What follows belongs to an exercise in optimizing a design on an open flow for small area and a short achievable clock period; a production flow would make more cautious choices.
Only simulation tests tie the RTL to the original design; equivalence was not proved.
Power and IR drop assume default switching activity.

$ cat design.v
module ALU ( SrcA, SrcB, ALUControl, Zero, ALUResult, sign_flag);
    input [31:0] SrcA, SrcB;
    input [2:0]ALUControl;
    output reg Zero, sign_flag;
    output reg [31:0]ALUResult;
    always @(*) begin
        case (ALUControl)
            3'b000: ALUResult=SrcA+SrcB;
            3'b001: ALUResult=SrcA<<SrcB;
            3'b010: ALUResult=SrcA-SrcB;
            3'b100: ALUResult=SrcA^SrcB;
            3'b101: ALUResult=SrcA>>SrcB;
            3'b110: ALUResult=SrcA|SrcB;
            3'b111: ALUResult=SrcA&SrcB;
            default: ALUResult=0;
        endcase
        Zero =~|ALUResult;
        sign_flag=ALUResult[31];
    end
endmodule
module ALU_Decoder (
    input [1:0] ALUOP, 
    input [2:0]Funct3, 
    input Op5,
    input Funct7,
    output reg [2:0] ALUcontrol
);
 wire [6:0]sel={ALUOP,Funct3,Op5,Funct7};
 localparam [2:0]   ADD = 3'b000,
                    SUB = 3'b010,
                    SHL = 3'b001,
                    XOR = 3'b100,
                    SHR = 3'b101,
                    OR = 3'b110,
                    AND = 3'b111,
                    Default = 3'b000;
 always @(*) begin
casex (sel)
    7'b00_???_??, 7'b10_000_00, 7'b10_000_01, 7'b10_000_10: ALUcontrol =ADD;
    7'b01_000_??, 7'b01_001_??, 7'b01_100_??, 7'b10_000_11: ALUcontrol =SUB;
    7'b10_001_??: ALUcontrol =SHL;
    7'b10_101_??: ALUcontrol =SHR;
    7'b10_100_??: ALUcontrol =XOR;
    7'b10_110_??: ALUcontrol =OR;
    7'b10_111_??: ALUcontrol =AND;
    default: ALUcontrol =Default;
endcase
 end
endmodule
module Main_Decoder ( 
    input [6:0] Opcode,
    output reg RegWrite,ALUSrc,MemWrite,ResultSrc,Branch, load,
    output reg [1:0] ImmSrc,ALUOp
);
localparam Load =7'b000_0011 ,
           Store =7'b010_0011 ,
           R_Type =7'b011_0011 ,
           I_Type =7'b001_0011 ,
           Branch_if =7'b110_0011,
           halt = 7'b000_0000;
always @(*) begin
    RegWrite=0; 
    ImmSrc=2'b00; 
    ALUSrc=0;
    MemWrite=0;
    ResultSrc=0;
    Branch=0;
    ALUOp=2'b00;
    load = 1;
    case (Opcode)
        Load: 
        begin
            RegWrite=1; 
            ImmSrc=2'b00; 
            ALUSrc=1;
            MemWrite=0;
            ResultSrc=1;
            Branch=0;
            ALUOp=2'b00;
        end
        Store:
        begin
             RegWrite=0;
             ImmSrc=2'b01;
             ALUSrc=1;
             MemWrite=1;
             Branch=0;
             ALUOp=2'b00;
        end
        R_Type: 
        begin
            RegWrite=1;
            ALUSrc=0;
            MemWrite=0;
            ResultSrc=0;
            Branch=0;
            ALUOp=2'b10;
        end
        I_Type: 
        begin
            RegWrite=1;
            ImmSrc=2'b00;
            ALUSrc=1;
            MemWrite=0;
            ResultSrc=0;
            Branch=0;  
        ALUOp=2'b10;
        end
        Branch_if: 
        begin
            RegWrite=0;
            ImmSrc=2'b10;
            ALUSrc=0;
            MemWrite=0;
            Branch=1;
            ALUOp=2'b01;
        end
        halt:
        load=0;
        default:
        begin
            RegWrite=0;
            ImmSrc=2'b00;
            ALUSrc=0;
            MemWrite=0;
            ResultSrc=0;
            Branch=0;
            ALUOp=2'b00; 
        end
    endcase
end
endmodule
module Control_unit (
    input Zero, funct7,Sign_Flag,
    input [6:0] OP,
    input [2:0]  funct3,
    output ResultSrc,MemWrite,ALUSrc,RegWrite, load,
    output [1:0] ImmSrc,
    output [2:0] ALUControl,
    output reg PCSrc
);
wire Branch;
wire [1:0] ALUOp;
ALU_Decoder U1 (
.Op5(OP[5]),.Funct3(funct3),.Funct7(funct7),
.ALUOP(ALUOp),.ALUcontrol(ALUControl)
);
Main_Decoder U2(
    .Opcode(OP),.RegWrite(RegWrite),.ALUSrc(ALUSrc),
    .MemWrite(MemWrite),.ResultSrc(ResultSrc),
    .Branch(Branch),.ImmSrc(ImmSrc),.ALUOp(ALUOp),.load(load)
);
reg beq,bnq,blt;
always @(*) begin
    beq=Zero&Branch;
    bnq=~Zero&Branch;
    blt=Sign_Flag&Branch;
    case (funct3)
       3'b000 : PCSrc=beq;
       3'b001 : PCSrc=bnq;
       3'b100 : PCSrc=blt;
        default: PCSrc=0;
    endcase
end
endmodule
module Register_file #(
    parameter Adress_width =5,
                Data_width = 32
) (
    input [4:0] A1,A2,A3,
    input [31:0] WD3,
    input CLK , WE3,reset,
    output reg [31:0] RD1,RD2
);
    reg [31:0] REG_FILE[0:31];   
    integer i;
    always @(posedge CLK or negedge reset) begin
        if (reset==0) begin
            for (i=0  ; i<=31; i=i+1) begin
                REG_FILE[i]<=0;
            end
        end
        else if (WE3==1) begin
            REG_FILE[A3]<=WD3;
        end
    end
    always @(*) begin
        RD1=REG_FILE[A1];        
        RD2=REG_FILE[A2];        
    end
endmodule 
module Data_Path (
    input [4:0] A1_DP,A2_DP,A3_DP,
    input [31:0]WD3_DP,ImmExt_DP,
    input [2:0]ALUControl_DP,
    input CLK_DP,WE3_DP,reset_DP,ALUSrc,
    output Zero_DP, sign_flag_DP,
    output [31:0] ALUResult_DP,RD2_DP
);
wire [31:0]RD1_DP;
reg [31:0]SrcB_DP;
ALU U1(
.SrcA(RD1_DP),.SrcB(SrcB_DP),.ALUControl(ALUControl_DP),
.Zero(Zero_DP),.sign_flag(sign_flag_DP),
.ALUResult(ALUResult_DP)
);
Register_file U2 (
.A1(A1_DP),.A2(A2_DP),.A3(A3_DP),
.WD3(WD3_DP),.CLK(CLK_DP),.WE3(WE3_DP),.reset(reset_DP),
.RD1(RD1_DP),.RD2(RD2_DP)
);
always @(*) begin
if (ALUSrc) begin
    SrcB_DP=ImmExt_DP;
end else begin
   SrcB_DP=RD2_DP; 
end
end
endmodule
module Extender (
    input [1:0]ImmSrc,
    input [31:7]INPUT,
    output reg [31:0] ImmExt
);
localparam I_Type =2'b00,
           S_Type =2'b01,
           B_Type =2'b10;
 always @(*) begin
    case (ImmSrc)
        I_Type:ImmExt={{ 20{INPUT[31] }},INPUT[31:20]};
        S_Type:ImmExt={{ 20{INPUT[31] }},INPUT[31:25],INPUT[11:7]};
        B_Type:ImmExt={{ 20{INPUT[31] }},INPUT[7],INPUT[30:25],INPUT[11:8],1'b0};
         default: ImmExt=0;
    endcase
 end   
endmodule
module PC_Next (
    PCSrc,immExt,PC_next,PC
);
 input PCSrc;
 input [31:0]  immExt,PC;
 output reg [31:0] PC_next;
 always @(*) begin
    if (PCSrc==0) begin
        PC_next=PC+4;
    end else begin
        PC_next=PC+immExt;
    end
 end
endmodule
module PC_Register (
    PC_next,areset,clk,load,PC
);
    input [31:0]PC_next;
    input areset,clk,load;
    output reg [31:0]PC;
    always @(posedge clk or negedge areset ) begin
        if (areset==0) begin
            PC<=0;
        end else begin
            if (load==1) begin
               PC<=PC_next;
            end
        end
    end
endmodule
module IFU (
    input PCSrc_IF,
    input [1:0] ImmSrc_IF,
    input [31:7] Instr,
    input areset_IF,clk_IF,load_IF,
    output [31:0]ImmExt_IF,PC_IF
);
  wire [31:0] PC_Next_IF; 
PC_Next U1(
.PCSrc(PCSrc_IF),
.immExt(ImmExt_IF),
.PC(PC_IF),
.PC_next(PC_Next_IF)
);
PC_Register U2(
.areset(areset_IF),
.clk(clk_IF),
.load(load_IF),
.PC_next(PC_Next_IF),
.PC(PC_IF)
);
Extender U3(
.ImmSrc(ImmSrc_IF),
.INPUT(Instr),
.ImmExt(ImmExt_IF)
);
endmodule
module MIPS (
    input[31:0] instr, ReadData,
    input CLK_MIPS,reset_MIPS,
    output [31:0] ALUResult_MIPS,PC_MIPS,
    output [31:0] WriteData_MIPS,
    output MemWrite_MIPS
);
wire ResultSrc_MIPS,ALUSrc_MIPS,RegWrite_MIPS,load_MIPS,PCSrc_MIPS;
wire [31:0] ImmExt_MIPS;
wire [1:0] ImmSrc_MIPS;
wire [2:0] ALUControl_MIPS;
reg [31:0]Result;
wire Zero_MIPS,sign_flag_MIPS;
Control_unit U1(
.Zero(Zero_MIPS),
.Sign_Flag(sign_flag_MIPS),
.funct7(instr[30]),
.OP(instr[6:0]),
.funct3(instr[14:12]),
.ResultSrc(ResultSrc_MIPS),
.MemWrite(MemWrite_MIPS),
.ALUSrc(ALUSrc_MIPS),
.RegWrite(RegWrite_MIPS),
.load(load_MIPS),
.ImmSrc(ImmSrc_MIPS),
.ALUControl(ALUControl_MIPS),
.PCSrc(PCSrc_MIPS)
);
IFU U2(
.areset_IF(reset_MIPS),
.clk_IF(CLK_MIPS),
.load_IF(load_MIPS),
.PCSrc_IF(PCSrc_MIPS),
.ImmSrc_IF(ImmSrc_MIPS),
.Instr(instr[31:7]),
.ImmExt_IF(ImmExt_MIPS),
.PC_IF(PC_MIPS)
);
Data_Path U3(
.A1_DP(instr[19:15]),
.A2_DP(instr[24:20]),
.A3_DP(instr [11:7]),
.WD3_DP(Result),
.ImmExt_DP(ImmExt_MIPS),
.ALUControl_DP(ALUControl_MIPS),
.CLK_DP(CLK_MIPS),
.WE3_DP(RegWrite_MIPS),
.reset_DP(reset_MIPS),
.ALUSrc(ALUSrc_MIPS),
.Zero_DP(Zero_MIPS),
.sign_flag_DP(sign_flag_MIPS),
.ALUResult_DP(ALUResult_MIPS),
.RD2_DP(WriteData_MIPS)
);
always @(*) begin
  if (ResultSrc_MIPS)
Result =ReadData;
else
Result =ALUResult_MIPS;  
end
endmodule
$ cat run.sh
#!/bin/bash
# synth_recipe.tcl (not shown) runs the flow's synth.tcl, then flattens the netlist and writes it again
# the make line also repeats each setting of config.mk as NAME=value (left out here)
make -C /OpenROAD-flow-scripts/flow DESIGN_CONFIG=/design/flow/config.mk WORK_HOME=/design/flow/orfs CLKGATE_MAP_FILE= SYNTH_SCRIPT=/design/flow/synth_recipe.tcl finish
$ cat config.mk
export PLATFORM = sky130hd
export DESIGN_NAME = MIPS
export DESIGN_NICKNAME = MIPS
export VERILOG_FILES = /design/flow/design.v
export SDC_FILE = /design/flow/constraint.sdc
export NUM_CORES = 4
export LEC_CHECK = 0
export CAP_MARGIN = 20
export CORE_MARGIN = 2
export CORE_UTILIZATION = 30
export PLACE_DENSITY = 0.5
export SLEW_MARGIN = 20
$ cat constraint.sdc
create_clock -name core_clock -period 17.0 [get_ports {CLK_MIPS}]
set_input_delay 3.4000 -clock core_clock [delete_from_list [all_inputs] [get_ports {CLK_MIPS}]]
set_output_delay 3.4000 -clock core_clock [all_outputs]
set_load 0.01 [all_outputs]
==> metrics.csv <==
stage;metric;value;unit
outcome;status;no timing/DRC/antenna violations;
sta;rsz0062_at_grt;no;
clock_tree;clockBufferDepth;3;
sta;slew_viol_final;0;
floorplanning;row_count;169;
clock_tree;cts_setup_buffers;0;
detailed_routing;met3_length;59300;um
logic_synthesis;yosys_warnings;11;
detailed_routing;wirelength;428000;um
floorplanning;start_util;0.302;
setup_path;startpoint_type;input port;
detailed_routing;dr_wl_met2;172000;um
clock_tree;clk_pin_slew;0.06;ns
sta;period_minus_slack;16.28;ns
flow_run;maxCapViolCount;0;
setup_path;path_max_fanout;38;
sta;hold_violations;0;
global_route;grt_pass1_wl;578000;um
floorplanning;die_area;0.218;mm^2
clock_tree;cts-root-buf;clkbuf_16;
floorplanning;top_level_ports;163;
logic_synthesis;synthArstFlopShare;1.00;
logic_synthesis;ys.flop_type;dfrtp_1;
setup_path;path_class;input port to output port;
global_route;antenna_found_initial;63;
power_and_ir_drop;clock_power_share;0.404;
power_and_ir_drop;p_leak;32.7;nW
sta;fmax;61.4;MHz
final_layout;layout_commonest_cell;nand2_1;
final_layout;area_delta_synth_final;16.1;%
global_route;overflow;0;
final_layout;nFillCells;22113;
floorplanning;die_y;466;um
clock_tree;cts_made_buffers;130;
sta;setup_viol;0;
power_and_ir_drop;swShare;0.352;
detailed_routing;via_per_inst;6.74;
global_route;grt_max_degree;153;
logic_synthesis;synth-edff-count;0;
detailed_routing;top_layer;met5;
placed_design;port_buffers;162;
detailed_routing;drtAntennaViolNets;0;
power_and_ir_drop;combPwrFrac;0.228;
placed_design;placed_cell_area;0.0697;mm^2
clock_tree;cts.sinks;1056;
logic_synthesis;netlist_instances;7798;
sta;tightest_slew;1.38;ns
sta;slew-limit-headroom;0.0757;
power_and_ir_drop;powerDensity;100;mW/mm^2
detailed_routing;wire_per_inst;40.1;um
setup_path;slowest_delay;0.98;ns
min_path;hp-class;register to register;
sta;skew;0.0842;ns
clock_tree;tritoncts;done;
final_layout;mostFrequentLayoutCells;nand2_1 (1247), o21ai_0 (1154), dfrtp_1 (1056);
global_route;grt_use_total;0.382;
setup_path;endpoint_kind;output port;
final_layout;final_net_count;7896;
floorplanning;design.core.area;0.212;mm^2
logic_synthesis;yosysUniqueCellTypes;107;
logic_synthesis;syn_area;0.0641;mm^2
power_and_ir_drop;p_seq_frac;0.368;
power_and_ir_drop;p_int;4.83;mW
power_and_ir_drop;peakVddDrop;0.000100;V
global_route;grt_pass1_vias;65914;
setup_path;critPathRequiredTime;13.60;ns
logic_synthesis;synth-seq-cells;1056;
final_layout;drive_above_1_share;0.109;
clock_tree;insertion_delay;0.86;ns
setup_path;crit_slowest_cell;nor4_2;
clock_tree;cts_hold_buf;0;
detailed_routing;drt_first_iter_violations;12640;
setup_path;path_common_cell;buf_4;
sta;finalCritPeriodShare;0.958;
logic_synthesis;synth_nets;7994;
clock_tree;cts_max_level;4;
logic_synthesis;yosysSeqAreaShare;0.412;
final_layout;design_area;0.0745;mm^2
detailed_routing;wirelength_met1;158000;um
placed_design;gp_congestion;1.09;
floorplanning;die_x;466;um
power_and_ir_drop;net-switching-power;2.62;mW
logic_synthesis;syn_avg_cell_area;8.23;um^2
detailed_routing;drtPass1Iterations;7;
sta;fin_tns_setup;0;ns
detailed_routing;vias;71900;
detailed_routing;drc;0;
clock_tree;ctsResizeCount;0;
placed_design;place_hpwl;292000;um
setup_path;cp_data_arrival_time;12.88;ns
==> critical path: cells and delay by family <==
family | cells | cell delay [ns]
and+or+nand+nor | 13 | 4.10
AOI/OAI and AO/OA | 10 | 2.48
buffers and inverters | 6 | 2.22
adders and majority gates | 1 | 0.36
xor gates and xnor gates | 2 | 0.20
==> stage by stage <==
stage	util	hold slack (ns)	instances	power [mW]	setup slack, ns
detailed placement	0.329	0.478	10385	4.39	1.22
CTS	0.350	0.491	10619	7.36	1.20
global placement	0.328	0.468	10384	4.39	0.995
finish	0.351	0.485	10670	7.45	0.720
floorplan	-	0.450	7798	3.54	3.92
global route	0.350	0.522	10631	7.62	0.509
==> cell usage after synthesis, types with 27 or more instances <==
library cell	n	area, um^2
a2111oi_0	117	1020
a21oi_1	151	756
a221oi_1	40	350
a22o_1	42	368
a22oi_1	326	2450
a31oi_1	49	307
a32oi_1	45	394
and2_1	28	175
and3_1	415	2600
and4_1	27	236
buf_1	33	124
buf_2	86	430
clkbuf_1	574	2150
dfrtp_1	1056	26400
ha_1	128	1600
inv_1	93	349
mux2_2	54	608
mux2i_1	66	661
nand2_1	1281	4810
nand3_1	698	3490
nand3b_1	35	263
nand4_1	213	1330
nor2_1	248	931
nor3_1	96	480
nor4_1	61	382
o21ai_0	1157	5790
or3_1	36	225
xnor2_1	63	552
==> cell type report <==
class                   instances  area [um^2]  share of cell area
diodes                         47          118             0.00158
clock buffers                 188         3810              0.0512
clock inverters                46          704             0.00946
inverters                      96          360             0.00484
multi-input cells            5913        35200               0.473
flip-flops and latches       1056        26400               0.355
well taps                    2821         3530              0.0474
repair buffers                503         4260              0.0572
==> worst paths after layout <==
kind | startpoint | end | slack (ns) | depth (start not counted)
worst max-delay path | instr[24] | ALUResult_MIPS[31] | 0.72 | 32
worst min-delay path | U3.U2.REG_FILE[19][31] | U3.U2.REG_FILE[19][31] | 0.48 | 2
worst max register to register | U3.U2.REG_FILE[24][2] | U2.U2.PC[1] | 6.89 | 31
worst min register to register | U3.U2.REG_FILE[19][31] | U3.U2.REG_FILE[19][31] | 0.48 | 2
max in group asynchronous | reset_MIPS | U3.U2.REG_FILE[0][26] | 11.19 | 4
min in group asynchronous | reset_MIPS | U3.U2.REG_FILE[22][25] | 2.63 | 1
==> logic make-up (layout without fill, tap and decap cells) <==
kind of cell,after synthesis,count (layout),synth area share
AND/OR/NAND/NOR,3296,3296,0.252
AO/OA/AOI/OAI,2284,2284,0.225
flip-flops,1056,1056,0.412
buffers and inverters,829,833,0.0539
adder cells (fa/ha/maj),130,130,0.0256
multiplexers,127,127,0.0212
XOR/XNOR,76,76,0.0104
other,0,47,0
==> flip-flops by register name, indices dropped and copies added, names as in the netlist <==
signal,count
U3.U2.REG_FILE,1024
U2.U2.PC,32
==> per-layer routing <==
metal	track usage	vias to the layer above
li1	-	28532
met1	0.469	35067
met2	0.538	6324
met3	0.155	1943
met4	0.270	34
met5	0.00791	-
==> power groups by stage <==
stage               sequential, mW  combinational [mW]  clock [mW]
floorplan                     2.73               0.808           0
global placement              2.78                1.61           0
detailed placement            2.78                1.61           0
CTS                           2.74                1.62        3.01
global route                  2.75                1.76        3.11
finish                        2.74                1.70        3.01

==> what the ideal ports hide <==
No port has a modelled driver above. Below, the same layout with a new extraction and two added sets of constraints. Step 1: set_driving_cell puts a clkbuf_16 on CLK_MIPS and a buf_2 on each other input, an assumption about the parent block. Step 2 times the ports against the registers' clock, not the clock port: input delays grow and output delays shrink by t, the midpoint of the rising clock arrivals with the driver on. Slacks: ideal ports / drivers / drivers and shift; pairs: ideal ports / drivers.
t (ns): 0.909
setup slack, ns: 0.720 / 0.698 / 0.698
worst setup path at the end: input to output
latest minus earliest clock arrival (ns): 0.084 / 0.085
After both steps this run still meets setup and hold. The setup slack of this run moves by -0.022 ns with the drivers and by -0.022 ns with both steps.
